Context: an optimization exercise on an open-source flow, tuned for small area and a short achievable clock period. The choices shown serve that exercise and are no tape-out recipe. The RTL was checked by simulation tests, not by an equivalence proof against the original design. No activity file was given, so power comes from the tool's default toggle rates.

## exp/onyx
// lab4_2
module lab4_2(
  input [1:0] mode,
  input [2:0] n_gasoline_pumps,
  input [2:0] n_diesel_pumps,
  input [3:0] fuel_amount,
  input fuel_type,
  input CLK,
  input rst,
  output [0:5] pump_status,
  output is_gasoline_queue_not_full,
  output is_diesel_queue_not_full,
  output [3:0] n_cars_in_gasoline_queue,
  output [3:0] n_cars_in_diesel_queue,
  output [7:0] total_gasoline_needed,
  output [7:0] total_diesel_needed,
  output reg invalid_gasoline_car,
  output reg invalid_diesel_car,
  output reg invalid_setup_params
);
reg [5:0] gas;           
reg [5:0] dsl;           
reg g_none, d_none;      
reg [5:0] st;            
reg [2:0] rem [0:5];     
wire [3:0] cg, cd;       
wire [7:0] tg, td;       
integer j;
wire set_up = gas[0] | dsl[0];
wire [5:0] inuse = gas | dsl;
assign n_cars_in_gasoline_queue = cg | {4{g_none}};
assign n_cars_in_diesel_queue   = cd | {4{d_none}};
assign total_gasoline_needed    = tg | {8{g_none}};
assign total_diesel_needed      = td | {8{d_none}};
assign is_gasoline_queue_not_full = ~g_none & ~cg[3];
assign is_diesel_queue_not_full   = ~d_none & ~cd[3];
genvar gj;
generate for (gj = 0; gj < 6; gj = gj + 1) begin : ps
  assign pump_status[gj] = st[gj];
end endgenerate
wire proc = ~mode[1];    
wire amt_ok = fuel_amount[3] ? (fuel_amount[2:0] == 3'd0) : (fuel_amount[2:0] != 3'd0);
wire [2:0] amt = fuel_amount[2:0];
wire vg0 = mode[0] & ~fuel_type & amt_ok & ~g_none;
wire vd0 = mode[0] &  fuel_type & amt_ok & ~d_none;
wire [5:0] busy = ~st & inuse;
wire [3:0] setup_sum = {1'b0, n_gasoline_pumps} + {1'b0, n_diesel_pumps};
wire valid_setup = (setup_sum != 4'd0) && (setup_sum <= 4'd6);
wire do_setup = mode[1] & valid_setup;
reg [5:0] gas_new, use_new;
always @* begin
  for (j = 0; j < 6; j = j + 1) begin
    gas_new[j] = (n_gasoline_pumps > j);
    use_new[j] = (setup_sum > j);
  end
end
wire [5:0] tq_g, tq_d, tn_g, tn_d;
wire [17:0] hg, hd;
wire acc_g, acc_d;
lab4_2_fuel fuel_g (
  .CLK(CLK), .proc(proc), .clear(do_setup), .take_m(st & gas),
  .busy_m(~st & gas), .v(vg0), .amount(fuel_amount),
  .tq(tq_g), .tn(tn_g), .h(hg), .acc(acc_g), .cnt(cg), .total(tg));
lab4_2_fuel fuel_d (
  .CLK(CLK), .proc(proc), .clear(do_setup), .take_m(st & dsl),
  .busy_m(~st & dsl), .v(vd0), .amount(fuel_amount),
  .tq(tq_d), .tn(tn_d), .h(hd), .acc(acc_d), .cnt(cd), .total(td));
always @(posedge CLK) begin
  ...
==> flow/config.mk <==
export PLATFORM = sky130hd
export DESIGN_NAME = lab4_2
export DESIGN_NICKNAME = lab4_2
export VERILOG_FILES = /design/flow/design.v
export SDC_FILE = /design/flow/constraint.sdc
export NUM_CORES = 4
export LEC_CHECK = 0
export CAP_MARGIN = 20
export CORE_MARGIN = 2
export CORE_UTILIZATION = 55
export CTS_BUF_LIST = sky130_fd_sc_hd__clkbuf_8 sky130_fd_sc_hd__clkbuf_16
export CTS_CLUSTER_DIAMETER = 40
export SLEW_MARGIN = 20
==> flow/constraint.sdc <==
create_clock -name core_clock -period 13.0 [get_ports {CLK}]
set_input_delay 2.6000 -clock core_clock [delete_from_list [all_inputs] [get_ports {CLK}]]
set_output_delay 2.6000 -clock core_clock [all_outputs]
set_load 0.01 [all_outputs]
standard.sh (not shown) runs the stock make flow with config.mk's settings and CLKGATE_MAP_FILE= SYNTH_SCRIPT=/design/flow/synth_recipe.tcl, a recipe that flattens the netlist after the stock synthesis.
==> flow/flow/run.sh <==
#!/bin/bash
# Own layout flow: the standard flow (standard.sh), with three changes:
#  - synthesis maps with an area-oriented ABC script (flow/area.abc) instead
#    of ORFS's speed script; everything else in synthesis is the standard flow's
#    synth_recipe.tcl unchanged (same registers, names and cell types);
#  - Yosys's full-adder extraction is left out (ADDER_MAP_FILE empty), so ABC
#    maps the adders along with the rest of the logic;
#  - ports are buffered with buf_2 cells, and timing repair may resize
#    cells across footprints (MATCH_CELL_FOOTPRINT 0);
#  - the timing repair steps aim for a setup slack margin (SETUP_MARGIN) so
#    that the critical paths get sized up after the area-oriented mapping.
# Each tool's full output goes to a log file in this folder.
set -euo pipefail
here=$(pwd)
SETUP_MARGIN=${SETUP_MARGIN:-8.5}
{
  echo "proc abc {args} {"
  echo "  set i [lsearch -exact \$args -script]"
  echo "  if {\$i >= 0} { set args [lreplace \$args [expr {\$i + 1}] [expr {\$i + 1}] $here/flow/area.abc] }"
  echo "  yosys abc {*}\$args"
  echo "}"
  cat synth_recipe.tcl
} > own_synth.tcl
bash standard.sh SYNTH_SCRIPT=$here/own_synth.tcl ADDER_MAP_FILE= SETUP_SLACK_MARGIN=$SETUP_MARGIN MATCH_CELL_FOOTPRINT=0 TNS_END_PERCENT=20 "BUFFER_PORTS_ARGS=-inputs -outputs -buffer_cell sky130_fd_sc_hd__buf_2" finish > flow_make.log 2>&1
==> flow/flow/area.abc <==
strash
ifraig
scorr
dc2
strash
&get -n
&dch -f
&nf -R 1000
&put
What exp/violet does differently from exp/onyx at the input level:
-- flow/flow/run.sh --
<<< exp/onyx, line 8
#  - ports are buffered with buf_2 cells, and timing repair may resize
>>> exp/violet, line 8
#  - ports are buffered with buf_1 cells, and timing repair may resize
<<< exp/onyx, line 24
bash standard.sh SYNTH_SCRIPT=$here/own_synth.tcl ADDER_MAP_FILE= SETUP_SLACK_MARGIN=$SETUP_MARGIN MATCH_CELL_FOOTPRINT=0 TNS_END_PERCENT=20 "BUFFER_PORTS_ARGS=-inputs -outputs -buffer_cell sky130_fd_sc_hd__buf_2" finish > flow_make.log 2>&1
>>> exp/violet, line 24
bash standard.sh SYNTH_SCRIPT=$here/own_synth.tcl ADDER_MAP_FILE= SETUP_SLACK_MARGIN=$SETUP_MARGIN MATCH_CELL_FOOTPRINT=0 "BUFFER_PORTS_ARGS=-inputs -outputs -buffer_cell sky130_fd_sc_hd__buf_1" finish > flow_make.log 2>&1
Results
Both conditions hold for exp/violet: the flow ran to the end and the final layout passed the timing, design-rule and antenna checks. Cmp exp/violet vs exp/onyx: utilization after layout higher in exp/violet. Number of global-route vias before repair (exp/violet over exp/onyx): decrease, 145. Going from exp/onyx to exp/violet, time the final worst path needs with I/O delays and setup grows by 58 ps. Sort exp/onyx and exp/violet by register fraction of the total cell area asc -> top: exp/violet. Comparing exp/violet with exp/onyx, the routed wire length came out essentially unchanged. In exp/violet the total setup buffers inserted after CTS turned out 3 higher than in exp/onyx. NOTE: area share of buffers outside the clock network in exp/violet exceeds that of exp/onyx. | row count | exp/onyx vs exp/violet | ≈ equal |. Going from exp/onyx to exp/violet, the sequential group share of total power was found to have gone up by 0.2 points.
Input changes introduced in exp/juniper (baseline for comparison: exp/violet):
-- flow/flow/run.sh --
<<< exp/violet, line 8
#  - ports are buffered with buf_1 cells, and timing repair may resize
>>> exp/juniper, line 8
#  - ports are buffered with buf_2 cells, and timing repair may resize
<<< exp/violet, line 15
SETUP_MARGIN=${SETUP_MARGIN:-8.5}
>>> exp/juniper, line 15
SETUP_MARGIN=${SETUP_MARGIN:-8.2}
<<< exp/violet, line 24
bash standard.sh SYNTH_SCRIPT=$here/own_synth.tcl ADDER_MAP_FILE= SETUP_SLACK_MARGIN=$SETUP_MARGIN MATCH_CELL_FOOTPRINT=0 "BUFFER_PORTS_ARGS=-inputs -outputs -buffer_cell sky130_fd_sc_hd__buf_1" finish > flow_make.log 2>&1
>>> exp/juniper, line 24
bash standard.sh SYNTH_SCRIPT=$here/own_synth.tcl ADDER_MAP_FILE= SETUP_SLACK_MARGIN=$SETUP_MARGIN MATCH_CELL_FOOTPRINT=0 "BUFFER_PORTS_ARGS=-inputs -outputs -buffer_cell sky130_fd_sc_hd__buf_2" finish > flow_make.log 2>&1
==> run notes <==
Reported leakage power of exp/juniper falls short of that of exp/violet by a few percent. Measured against each other, exp/juniper and exp/violet differ in final wirelength, the higher figure coming from exp/violet. exp/juniper: part of the total power dissipated in the clock network is 0.6 points higher than what exp/violet reported. Sequential share of layout area (higher): exp/juniper.
Setup changes, exp/juniper to exp/ember
- CTS_BUF_LIST changed from sky130_fd_sc_hd__clkbuf_8 sky130_fd_sc_hd__clkbuf_16 to sky130_fd_sc_hd__clkbuf_4 sky130_fd_sc_hd__clkbuf_8
- CTS_CLUSTER_SIZE newly set to 12
- CORE_UTILIZATION changed from 55 to 70
- CTS_CLUSTER_DIAMETER removed (was 40)
-- flow/flow/run.sh --
<<< exp/juniper, line 15
SETUP_MARGIN=${SETUP_MARGIN:-8.2}
>>> exp/ember, line 15
SETUP_MARGIN=${SETUP_MARGIN:-8.5}
Notes after the runs:
On proportion of layout cells with a drive suffix above 1: between exp/ember and exp/juniper, it ends up higher for exp/ember. Insertion delay to the later sink of the worst-skew pair: exp/ember vs exp/juniper up 50 ps. When the final numbers for exp/ember and exp/juniper were put side by side, the wire length on met2 turned out to be greater in exp/ember. Sequential share of layout area in exp/ember is 0.35 points below exp/juniper. On exp/ember: depth of the worst register-to-register path is 3 higher than what exp/juniper gave. Relative slew slack is lower on exp/juniper. exp/ember against exp/juniper: overall fraction of global-route tracks in use moved up, reported leakage power moved up.
## Diff of input files: exp/quartz against exp/ember
- CTS_CLUSTER_SIZE no longer set, was 12
- CORE_UTILIZATION now 55, was 70
- CTS_BUF_LIST now sky130_fd_sc_hd__clkbuf_8 sky130_fd_sc_hd__clkbuf_16, was sky130_fd_sc_hd__clkbuf_4 sky130_fd_sc_hd__clkbuf_8
- CTS_CLUSTER_DIAMETER now 40, previously not set
==> comparison <==
Every stage of the flow completed for exp/quartz, and the final layout passed the timing, design-rule and antenna checks.
On starting utilization of the core area, the lower figure sits with exp/quartz, not exp/ember.
In exp/quartz relative to exp/ember, post-detailed-placement cell area had gone up slightly.
Changes observed in exp/quartz relative to exp/ember: summed area of non-filler cells in the final layout shows an increase of about 1%; worst hold slack shows no meaningful change; worst setup margin shows an increase of 29 ps.
What exp/delta does differently from exp/quartz at the input level:
-- flow/flow/run.sh --
<<< exp/quartz, line 15
SETUP_MARGIN=${SETUP_MARGIN:-8.5}
>>> exp/delta, line 15
SETUP_MARGIN=${SETUP_MARGIN:-8.8}
[summary]
- Row setup slack: exp/delta higher / exp/quartz lower
- exp/delta ended up with st[5] as its timing endpoint of the critical path; exp/quartz ended up with fuel_g.tot[5].
- exp/delta against exp/quartz; fmax is up by a few percent.
- Relative to exp/quartz, final cell count increased by 2.5% in exp/delta.
- exp/quartz ran to completion and came out clean on the timing, design-rule and antenna checks.
- exp/delta ran to completion and came out clean on the timing, design-rule and antenna checks.
- Critical path's largest stage delay | exp/delta above exp/quartz

re-timing with driven ports:
The flow's constraints put no driver on any port. The routed layouts listed below were extracted and timed again, unchanged, in two steps. Step 1, drivers: a clkbuf_16 drives CLK and a buf_2 each remaining input, both assumed. Step 2, shift: input delay + t, output delay - t, t = (earliest + latest rising clock arrival at the registers) / 2. This alone moves slack from input paths to output paths. Slacks: ideal ports / drivers / drivers and shift; pairs: ideal ports / drivers.
run | t (ns) | slack for setup (ns) | cell pins on the clock port's net
exp/onyx | 0.412 | 8.596 / 8.610 / 8.197 | 1
exp/violet | 0.405 | 8.538 / 8.546 / 8.141 | 1
exp/juniper | 0.411 | 8.283 / 8.307 / 7.896 | 1
exp/ember | 0.445 | 8.564 / 8.567 / 8.122 | 1
exp/quartz | 0.411 | 8.592 / 8.601 / 8.189 | 1
exp/delta | 0.413 | 8.766 / 8.750 / 8.336 | 1
After both steps every run listed still meets setup and hold. The setup slack of exp/ember, which loses most, moves by +0.003 ns with the drivers and by -0.442 ns with both steps.
